What follows belongs to an exercise in optimizing a design on an open flow for small area, a short achievable clock period and few clock cycles per item; a production flow would make more cautious choices.
The RTL was checked by simulation tests, not by an equivalence proof against the original design.

old:
## MCH
module MCH (
    input               clk,
    input               reset,
    input       [ 7:0]  X,
    input       [ 7:0]  Y,
    output              Done,
    output      [16:0]  area
);
For scale: about 980 flip-flops, roughly 36 I/O pins, ~67000 µm² of cells after synthesis.
clock: 13.0 ns
lec_check: 0
abc_area: 1
cap_margin: 20
core_margin: 2
core_utilization: 35
cts_cluster_diameter: 100
cts_cluster_size: 20
place_density: 0.55
slew_margin: 20
standard.sh (not shown) runs the stock make flow with config.mk's settings and CLKGATE_MAP_FILE= SYNTH_SCRIPT=/design/flow/synth_recipe.tcl, a recipe that flattens the netlist after the stock synthesis.
==> flow/flow/run.sh <==
#!/bin/bash
# Layout flow: the standard flow (standard synthesis, floorplan, placement,
# CTS, routing) unchanged, except that ORFS's timing repair (after CTS and after
# global routing) is asked to leave 9.3 ns of setup slack instead of 0, so that it
# also speeds up paths that already meet the 13 ns clock. The clock, the I/O
# constraints and everything else are the design's.
set -uo pipefail
cp standard.sh standard_sh.copy.log
export SETUP_SLACK_MARGIN=9.3
bash standard.sh > standard.log 2>&1
Testbench counts of old, summed over its fixed seeds: cycles 15,977, hulls 384.
#### Input delta (new over old)
--- a/flow/design.v
+++ b/flow/design.v
@@ -1049,55 +1049,39 @@
 wire [7:0] Hx = cn ? hx1 : hx0, Hy = cn ? hy1 : hy0;
 wire [7:0] Qx = cn ? qx1 : qx0, Qy = cn ? qy1 : qy0;
 wire [7:0] Nx = cn ? nx1 : nx0, Ny = cn ? ny1 : ny0;
 wire       Sv = cn ? sv1 : sv0, Hv = cn ? hv1 : hv0;
 wire       Qok = cn ? qok1 : qok0, Nok = cn ? nok1 : nok0;
 wire       Frst = cn ? first1 : first0;
 wire       hasop = s2v;                        
-wire [7:0] ks_x = Sx, ks_y = Sy, kt_x = Tx, kt_y = Ty, kq_x = Qx, kq_y = Qy;
-wire [7:0] us_x = Tx, us_y = Ty, ut_x = Qx, ut_y = Qy, uq_x = Nx, uq_y = Ny;
-wire [7:0] os_x = Hx, os_y = Hy, ot_x = Sx, ot_y = Sy, oq_x = Qx, oq_y = Qy;
-wire [7:0] k1x = cn ? kq_x : kt_x, k1y = cn ? kq_y : kt_y, k2x = cn ? kt_x : kq_x, k2y = cn ? kt_y : kq_y;
-wire [7:0] u1x = cn ? uq_x : ut_x, u1y = cn ? uq_y : ut_y, u2x = cn ? ut_x : uq_x, u2y = cn ? ut_y : uq_y;
-wire [7:0] o1x = cn ? oq_x : ot_x, o1y = cn ? oq_y : ot_y, o2x = cn ? ot_x : oq_x, o2y = cn ? ot_y : oq_y;
-wire [7:0] kA = k1x - ks_x, kD = k2x - ks_x;
-wire [8:0] kB = {1'b0, k2y} - {1'b0, ks_y}, kC = {1'b0, ks_y} - {1'b0, k1y};
-wire [7:0] uA = u1x - us_x, uD = u2x - us_x;
-wire [8:0] uB = {1'b0, u2y} - {1'b0, us_y}, uC = {1'b0, us_y} - {1'b0, u1y};
-wire [7:0] oA = o1x - os_x, oD = o2x - os_x;
-wire [8:0] oB = {1'b0, o2y} - {1'b0, os_y}, oC = {1'b0, os_y} - {1'b0, o1y};
-wire [7:0] kW = kq_x - kt_x, uW = uq_x - ut_x;
-wire [8:0] kH = {1'b0, kq_y} + {1'b0, kt_y}, uH = {1'b0, uq_y} + {1'b0, ut_y};
 wire useu = hasop && push;
 wire useo = hasop && pop;
+wire [7:0] ps_x = useo ? Hx : useu ? Tx : Sx, ps_y = useo ? Hy : useu ? Ty : Sy;
+wire [7:0] pt_x = useo ? Sx : useu ? Qx : Tx, pt_y = useo ? Sy : useu ? Qy : Ty;
+wire [7:0] pq_x = useu ? Nx : Qx, pq_y = useu ? Ny : Qy;
+wire [7:0] o1x = cn ? pq_x : pt_x, o1y = cn ? pq_y : pt_y, o2x = cn ? pt_x : pq_x, o2y = cn ? pt_y : pq_y;
+wire [7:0] nA = o1x - ps_x, nD = o2x - ps_x;
+wire [8:0] nB = {1'b0, o2y} - {1'b0, ps_y}, nC = {1'b0, ps_y} - {1'b0, o1y};
+wire [7:0] nW = pq_x - pt_x;
+wire [8:0] nH = {1'b0, pq_y} + {1'b0, pt_y};
 wire nv   = scan && (cn ? (scnt >= 3'd2) : (scnt >= 3'd1)) && (useu ? Nok : (useo ? 1'b1 : Qok));
 reg  [16:0] acc;
 reg         done_r;
 always @(posedge clk) begin
     q0r <= row0; q1r <= row1;
     trr0 <= d1first ? (trap0 ^ {17{d1c}}) : 17'd0;
     trr1 <= d1first ? (trap1 ^ {17{d1c}}) : 17'd0;
     trneg <= d1first & d1c;
     s2c <= d1c; s2force <= d1force;
     if (state == S_WAIT) acc <= 17'd0;
     else if (s2v) acc <= pop ? acc_p : acc_k;
     d1c <= cn;
-    if (useo) begin
-        dA <= oA; dB <= oB; dC <= oC; dD <= oD;
-        d1first <= 1'b0;
-        d1force <= !Hv;
-    end else if (useu) begin
-        dA <= uA; dB <= uB; dC <= uC; dD <= uD; dW <= uW; dH <= uH;
-        d1first <= 1'b1;
-        d1force <= 1'b0;
-    end else begin
-        dA <= kA; dB <= kB; dC <= kC; dD <= kD; dW <= kW; dH <= kH;
-        d1first <= Frst;
-        d1force <= !Sv;
-    end
+    dA <= nA; dB <= nB; dC <= nC; dD <= nD; dW <= nW; dH <= nH;
+    d1first <= useu | (!useo & Frst);
+    d1force <= useo ? !Hv : useu ? 1'b0 : !Sv;
 end
 always @(posedge clk) begin
     rdn0 <= 1'b0; rdh0 <= 1'b0;
     rdn1 <= 1'b0; rdh1 <= 1'b0;
     rq0 <= wait2;
     if (wait2) begin rem0 <= relU1; rem1 <= relD1; end
     rq1 <= rq0;
==> run summary <==
new vs. old: half-perimeter wire length after detailed placement went down by 11%, count of placed standard cells including taps went down by 4.3%, number of synthesized flops with an enable pin went down by about 2.5%, length in cells of the worst reg-to-reg path went up by 8, buffers inserted during post-CTS setup optimization went up by 35%. Against old, new comes in 29 higher on buffer count excluding the clock tree in the final layout. Adder-cell area share of the yosys netlist, new and old: smaller value in new. new against old: wire length decreased by 9.9% relative to the old numbers, period utilization about even. Net total in the final layout was higher in the run labelled old. Via count down about 4.6% in new wrt old. Diff old -> new | maximum clock frequency | decrease of 0.45%. The multi-input logic portion of the cell area in new was lower than what old gave. Summary of the comparison: shortest period the worst path allows is higher in new, relative to old.
Testbench counts of new, summed over its fixed seeds: cycles 15,977, hulls 384.

---

RTL: one of the versions met above, not the one the previous note started from.
Size: roughly 980 flip-flops, ~36 I/O pins.
Design MCH, start of the top module:
module MCH (
    input               clk,
    input               reset,
    input       [ 7:0]  X,
    input       [ 7:0]  Y,
    output              Done,
    output      [16:0]  area
);
clock: 13.0 ns
lec_check: 0
cap_margin: 20
core_margin: 2
core_utilization: 35
cts_cluster_diameter: 100
cts_cluster_size: 20
place_density: 0.55
slew_margin: 20
==> flow/flow/run.sh <==
#!/bin/bash
# Layout flow: the standard flow (standard synthesis, floorplan, placement,
# CTS, routing) unchanged, except that ORFS's timing repair (after CTS and after
# global routing) is asked to leave 9 ns of setup slack instead of 0, so that it
# also speeds up paths that already meet the 13 ns clock. The clock, the I/O
# constraints and everything else are the design's.
set -uo pipefail
cp standard.sh standard_sh.copy.log
export SETUP_SLACK_MARGIN=9
bash standard.sh > standard.log 2>&1
The starting point finished clean.
Testbench counts at the start, summed over its fixed seeds: cycles 15,977, hulls 384.
Change:
--- a/flow/design.v
+++ b/flow/design.v
@@ -1050,37 +1050,53 @@
 wire [7:0] Qx = cn ? qx1 : qx0, Qy = cn ? qy1 : qy0;
 wire [7:0] Nx = cn ? nx1 : nx0, Ny = cn ? ny1 : ny0;
 wire       Sv = cn ? sv1 : sv0, Hv = cn ? hv1 : hv0;
 wire       Qok = cn ? qok1 : qok0, Nok = cn ? nok1 : nok0;
 wire       Frst = cn ? first1 : first0;
 wire       hasop = s2v;                        
+wire [7:0] ks_x = Sx, ks_y = Sy, kt_x = Tx, kt_y = Ty, kq_x = Qx, kq_y = Qy;
+wire [7:0] us_x = Tx, us_y = Ty, ut_x = Qx, ut_y = Qy, uq_x = Nx, uq_y = Ny;
+wire [7:0] os_x = Hx, os_y = Hy, ot_x = Sx, ot_y = Sy, oq_x = Qx, oq_y = Qy;
+wire [7:0] k1x = cn ? kq_x : kt_x, k1y = cn ? kq_y : kt_y, k2x = cn ? kt_x : kq_x, k2y = cn ? kt_y : kq_y;
+wire [7:0] u1x = cn ? uq_x : ut_x, u1y = cn ? uq_y : ut_y, u2x = cn ? ut_x : uq_x, u2y = cn ? ut_y : uq_y;
+wire [7:0] o1x = cn ? oq_x : ot_x, o1y = cn ? oq_y : ot_y, o2x = cn ? ot_x : oq_x, o2y = cn ? ot_y : oq_y;
+wire [7:0] kA = k1x - ks_x, kD = k2x - ks_x;
+wire [8:0] kB = {1'b0, k2y} - {1'b0, ks_y}, kC = {1'b0, ks_y} - {1'b0, k1y};
+wire [7:0] uA = u1x - us_x, uD = u2x - us_x;
+wire [8:0] uB = {1'b0, u2y} - {1'b0, us_y}, uC = {1'b0, us_y} - {1'b0, u1y};
+wire [7:0] oA = o1x - os_x, oD = o2x - os_x;
+wire [8:0] oB = {1'b0, o2y} - {1'b0, os_y}, oC = {1'b0, os_y} - {1'b0, o1y};
+wire [7:0] kW = kq_x - kt_x, uW = uq_x - ut_x;
+wire [8:0] kH = {1'b0, kq_y} + {1'b0, kt_y}, uH = {1'b0, uq_y} + {1'b0, ut_y};
 wire useu = hasop && push;
 wire useo = hasop && pop;
-wire [7:0] ps_x = useo ? Hx : useu ? Tx : Sx, ps_y = useo ? Hy : useu ? Ty : Sy;
-wire [7:0] pt_x = useo ? Sx : useu ? Qx : Tx, pt_y = useo ? Sy : useu ? Qy : Ty;
-wire [7:0] pq_x = useu ? Nx : Qx, pq_y = useu ? Ny : Qy;
-wire [7:0] o1x = cn ? pq_x : pt_x, o1y = cn ? pq_y : pt_y, o2x = cn ? pt_x : pq_x, o2y = cn ? pt_y : pq_y;
-wire [7:0] nA = o1x - ps_x, nD = o2x - ps_x;
-wire [8:0] nB = {1'b0, o2y} - {1'b0, ps_y}, nC = {1'b0, ps_y} - {1'b0, o1y};
-wire [7:0] nW = pq_x - pt_x;
-wire [8:0] nH = {1'b0, pq_y} + {1'b0, pt_y};
 wire nv   = scan && (cn ? (scnt >= 3'd2) : (scnt >= 3'd1)) && (useu ? Nok : (useo ? 1'b1 : Qok));
 reg  [16:0] acc;
 reg         done_r;
 always @(posedge clk) begin
     q0r <= row0; q1r <= row1;
     trr0 <= d1first ? (trap0 ^ {17{d1c}}) : 17'd0;
     trr1 <= d1first ? (trap1 ^ {17{d1c}}) : 17'd0;
     trneg <= d1first & d1c;
     s2c <= d1c; s2force <= d1force;
     if (state == S_WAIT) acc <= 17'd0;
     else if (s2v) acc <= pop ? acc_p : acc_k;
     d1c <= cn;
-    dA <= nA; dB <= nB; dC <= nC; dD <= nD; dW <= nW; dH <= nH;
-    d1first <= useu | (!useo & Frst);
-    d1force <= useo ? !Hv : useu ? 1'b0 : !Sv;
+    if (useo) begin
+        dA <= oA; dB <= oB; dC <= oC; dD <= oD;
+        d1first <= 1'b0;
+        d1force <= !Hv;
+    end else if (useu) begin
+        dA <= uA; dB <= uB; dC <= uC; dD <= uD; dW <= uW; dH <= uH;
+        d1first <= 1'b1;
+        d1force <= 1'b0;
+    end else begin
+        dA <= kA; dB <= kB; dC <= kC; dD <= kD; dW <= kW; dH <= kH;
+        d1first <= Frst;
+        d1force <= !Sv;
+    end
 end
 always @(posedge clk) begin
     rdn0 <= 1'b0; rdh0 <= 1'b0;
     rdn1 <= 1'b0; rdh1 <= 1'b0;
     rq0 <= wait2;
     if (wait2) begin rem0 <= relU1; rem1 <= relD1; end
=>
- The new run produced a clean layout
- final area goes up by 1.6%
- worst setup slack is worse by 0.10 ns
- via count goes up by 3.7%
- routed wire length goes down by about 1%
- critical path depth goes down by 4
- worst hold slack is worse by 0.012 ns
- area after synthesis goes up by 4.0%
- fmax goes down by about 2.4%
- clock-buffer cell count goes up by 4
Testbench counts after the change, summed over its fixed seeds: cycles 15,977, hulls 384.

## port drivers added, routing unchanged
In the flow no input, the clock included, has a driving cell. The finished layouts below were timed again as built, in two steps. Step 1 assumes that a clkbuf_16 drives the clock port and a buf_2 every other input. Step 2 adds t to the input delays and takes it off the output delays; t is the mean of the earliest and latest rising clock arrival at the registers after step 1. Input paths then give back, and output paths get back, about the clock's delay inside the block. Three values: no drivers, after step 1, after step 2; two values: the first two.
| run | shift t [ns] | slack for setup (ns) | hold WS [ns] | worst register clock-pin slew, ns |
|---|---|---|---|---|
| old | 0.807 | 9.179 / 9.091 / 9.325 | 0.344 / 0.344 / 0.344 | 0.10 / 0.10 |
| new | 0.812 | 9.162 / 9.067 / 9.242 | 0.353 / 0.353 / 0.353 | 0.11 / 0.11 |
| the first run of note 2 | 0.805 | 8.943 / 8.943 / 8.943 | 0.345 / 0.345 / 0.345 | 0.11 / 0.11 |
| the second run of note 2 | 0.812 | 8.842 / 8.842 / 8.842 | 0.333 / 0.333 / 0.333 | 0.11 / 0.11 |
After both steps setup and hold are still met in every run listed.
